This is an optimization exercise on Yosys and OpenROAD, whose aim is small area, not a production implementation. At most, simulation tests tie the RTL to the original design; equivalence was not proved. No activity file was given, so power comes from the tool's default toggle rates.

Setup of delta:
## Axi_Lite_Uart
module Axi_Lite_Uart (
    input         clock,
    input         reset,           
    input  [15:0] s_axi_awaddr,
    input         s_axi_awvalid,
    output        s_axi_awready,
    input  [31:0] s_axi_wdata,
    input         s_axi_wvalid,
    output        s_axi_wready,
    output [1:0]  s_axi_bresp,
    output        s_axi_bvalid,
    input         s_axi_bready,
    input  [15:0] s_axi_araddr,
    input         s_axi_arvalid,
    output        s_axi_arready,
    output [31:0] s_axi_rdata,
    output [1:0]  s_axi_rresp,
    output        s_axi_rvalid,
    input         s_axi_rready,
    input         RxD,
    output        TxD,
    input         CTS,
    output        RTS
);
Size: about 1,800 cells after synthesis, about 400 flip-flops, roughly 120 I/O pins, ~0.019 mm^2 of cells after synthesis.
export LEC_CHECK = 0
export CAP_MARGIN = 20
export CORE_MARGIN = 2
export CORE_UTILIZATION = 60
export SLEW_MARGIN = 20
create_clock -name core_clock -period 6.0 [get_ports {clock}]
standard.sh (not shown) runs the stock make flow with config.mk's settings and CLKGATE_MAP_FILE= SYNTH_SCRIPT=/design/flow/synth_recipe.tcl, a recipe that flattens the netlist after the stock synthesis.
==> flow/flow/run.sh <==
#!/bin/bash
# Standard ORFS layout (the standard.sh) with two changes:
#  - port buffers use the smallest buffer cell instead of the resizer's pick;
#  - CTS clusters up to 30 sinks within 200 um and inserts no dummy loads.
# make's full output goes to standard.log; ORFS keeps per-step logs in orfs/logs.
set -euo pipefail
bash standard.sh \
  "BUFFER_PORTS_ARGS=-buffer_cell sky130_fd_sc_hd__buf_1" \
  "CTS_ARGS=-sink_clustering_enable -repair_clock_nets -dont_use_dummy_load -sink_clustering_size 30 -sink_clustering_max_diameter 200" \
  finish > standard.log 2>&1
Relative to delta, the following input files were edited for indigo:
# delta
export LEC_CHECK = 0
export CAP_MARGIN = 20
export CORE_MARGIN = 2
export CORE_UTILIZATION = 60
export SLEW_MARGIN = 20
create_clock -name core_clock -period 6.0 [get_ports {clock}]
# indigo
export LEC_CHECK = 0
export CAP_MARGIN = 20
export CORE_MARGIN = 2
export CORE_UTILIZATION = 40
export SLEW_MARGIN = 20
create_clock -name core_clock -period 6.0 [get_ports {clock}]
==> flow/run.sh (new file) <==
#!/bin/bash
# synth_recipe.tcl (not shown) runs the flow's synth.tcl, then flattens the netlist and writes it again
# the make line also repeats each setting of config.mk as NAME=value (left out here)
make -C /OpenROAD-flow-scripts/flow DESIGN_CONFIG=/design/flow/config.mk WORK_HOME=/design/flow/orfs CLKGATE_MAP_FILE= SYNTH_SCRIPT=/design/flow/synth_recipe.tcl finish
removed: flow/flow/run.sh
removed: flow/standard.sh
Notes after the runs:
- Compared with delta, indigo shows a lower sequential power share.
- Measured against each other, delta and indigo differ in relative contribution of the clock network to total power, the higher figure coming from indigo.
- On maximum fanout along the worst path, the higher figure sits with delta, not indigo.
- indigo: routed wirelength normalized by instance count is 0.71 um lower than what delta reported.
- Layout sequential cell count across delta and indigo: no real change.
- Summary: with delta as the reference, area of placed instances in indigo moved up by a few percent.

* * *

JK:
Starting RTL as in the previous note.
==> flow/config.mk <==
export PLATFORM = sky130hd
export DESIGN_NAME = Axi_Lite_Uart
export DESIGN_NICKNAME = Axi_Lite_Uart
export VERILOG_FILES = /design/flow/design.v
export SDC_FILE = /design/flow/constraint.sdc
export NUM_CORES = 4
export LEC_CHECK = 0
export CAP_MARGIN = 20
export CORE_MARGIN = 2
export CORE_UTILIZATION = 60
export SLEW_MARGIN = 20
==> flow/constraint.sdc <==
create_clock -name core_clock -period 6.0 [get_ports {clock}]
set_input_delay 1.2000 -clock core_clock [delete_from_list [all_inputs] [get_ports {clock}]]
set_output_delay 1.2000 -clock core_clock [all_outputs]
set_load 0.01 [all_outputs]
==> flow/flow/run.sh <==
#!/bin/bash
# Standard ORFS layout (the standard.sh) with two changes:
#  - port buffers use the smallest buffer cell instead of the resizer's pick;
#  - CTS clusters up to 30 sinks within 200 um and inserts no dummy loads.
# make's full output goes to standard.log; ORFS keeps per-step logs in orfs/logs.
set -euo pipefail
bash standard.sh \
  "BUFFER_PORTS_ARGS=-buffer_cell sky130_fd_sc_hd__buf_1" \
  "CTS_ARGS=-sink_clustering_enable -repair_clock_nets -dont_use_dummy_load -sink_clustering_size 30 -sink_clustering_max_diameter 200" \
  "RECOVER_POWER=100" \
  finish > standard.log 2>&1
STATUS run=JK STAGES=ALL_DONE FINAL_CHECKS=FAILED CAUSE=capacitance limit, slew limit
Here is what was changed in the inputs of MS compared with JK.
- setting CTS_CLUSTER_SIZE to 30 for the first time
- setting CTS_CLUSTER_DIAMETER to 200 for the first time
==> flow/run.sh (new file) <==
#!/bin/bash
# synth_recipe.tcl (not shown) runs the flow's synth.tcl, then flattens the netlist and writes it again
# the make line also repeats each setting of config.mk as NAME=value (left out here)
make -C /OpenROAD-flow-scripts/flow DESIGN_CONFIG=/design/flow/config.mk WORK_HOME=/design/flow/orfs CLKGATE_MAP_FILE= SYNTH_SCRIPT=/design/flow/synth_recipe.tcl finish
removed: flow/flow/run.sh
removed: flow/standard.sh
Notes after the runs:
Compared with JK, in MS total power +about 2.3%, final number of max-transition violations moved down.
Diff JK -> MS: combinational power share up 0.4 points, final area up 870 um^2, worst max-slew margin expressed relative to the limit up 170 points, hold slack down 0.12 ns, worst slack after detailed placement down 0.029 ns.
Every run in MS and JK closed cleanly, with the single exception of JK.
Every stage of JK finished as expected; the final checks, on the other hand, flagged capacitance limit, slew limit, which means the layout fails.

* * *

Axi_Lite_Uart, a different RTL version from the one above (not shown whole).
Size in the first run: about 1600 cells after synthesis, roughly 400 flip-flops, roughly 0.019 mm2 of cells after synthesis.
clock: 6.0 ns
lec_check: 0
cap_margin: 20
core_margin: 2
core_utilization: 60
slew_margin: 20
synth_hierarchical: 1
synth_minimum_keep_size: 0
==> flow/flow/run.sh <==
#!/bin/bash
# Standard ORFS layout (the standard.sh) with two changes:
#  - port buffers use the smallest buffer cell instead of the resizer's pick;
#  - CTS clusters up to 30 sinks within 200 um and inserts no dummy loads.
# make's full output goes to standard.log; ORFS keeps per-step logs in orfs/logs.
set -euo pipefail
bash standard.sh \
  "BUFFER_PORTS_ARGS=-buffer_cell sky130_fd_sc_hd__buf_1" \
  "CTS_ARGS=-sink_clustering_enable -repair_clock_nets -dont_use_dummy_load -sink_clustering_size 30 -sink_clustering_max_diameter 200" \
  finish > standard.log 2>&1
The first run passed the timing, design-rule and antenna checks.
Change:
--- a/flow/flow/run.sh
+++ b/flow/flow/run.sh
@@ -8,3 +8,4 @@
   "BUFFER_PORTS_ARGS=-buffer_cell sky130_fd_sc_hd__buf_1" \
   "CTS_ARGS=-sink_clustering_enable -repair_clock_nets -dont_use_dummy_load -sink_clustering_size 30 -sink_clustering_max_diameter 200" \
+  "ABC_LOAD_IN_FF=1" \
   finish > standard.log 2>&1
CORE_UTILIZATION = 72   (was 60)
Clock-buffer cell count does not change.
Power is lower slightly.
Wire length is lower by a few percent.
Synthesized cell count does not change.
Design area is lower by a few percent.
Global-route usage is higher by 5.0 points.
Final cell count is lower by a few percent.
Clock power hardly moves.
Function was not checked in any run of this note: the RTL went through the layout flow alone.

[what the ideal ports hide]
No port has a modelled driver above. Below, the same layouts with a new extraction and two added sets of constraints. Step 1: set_driving_cell puts a clkbuf_16 on clock and a buf_2 on each other input, an assumption about the parent block. Step 2 moves the port delays by t, midway between the first and last clock arrival at a register: inputs arrive t later, outputs are due t later. That takes back most of the time a late clock gives input paths. Three values: no drivers, after step 1, after step 2; two values: the first two.
| run | shift t [ns] | setup WS [ns] | worst setup path at the end | worst data-port slew with drivers (ns) | cell pins on the clock port's net |
|---|---|---|---|---|---|
| delta | 0.560 | 0.216 / 0.216 / 0.216 | register to register | 0.06 | 1 |
| indigo | 0.618 | 0.239 / 0.239 / 0.239 | register to register | 0.11 | 1 |
| JK | 0.558 | 0.213 / 0.213 / 0.213 | register to register | 0.06 | 1 |
| MS | 0.584 | 0.248 / 0.248 / 0.248 | register to register | 0.06 | 1 |
| the first run of note 3 | 0.552 | 0.770 / 0.770 / 0.770 | register to register | 0.08 | 1 |
| the second run of note 3 | 0.547 | 0.634 / 0.634 / 0.634 | register to register | 0.08 | 1 |
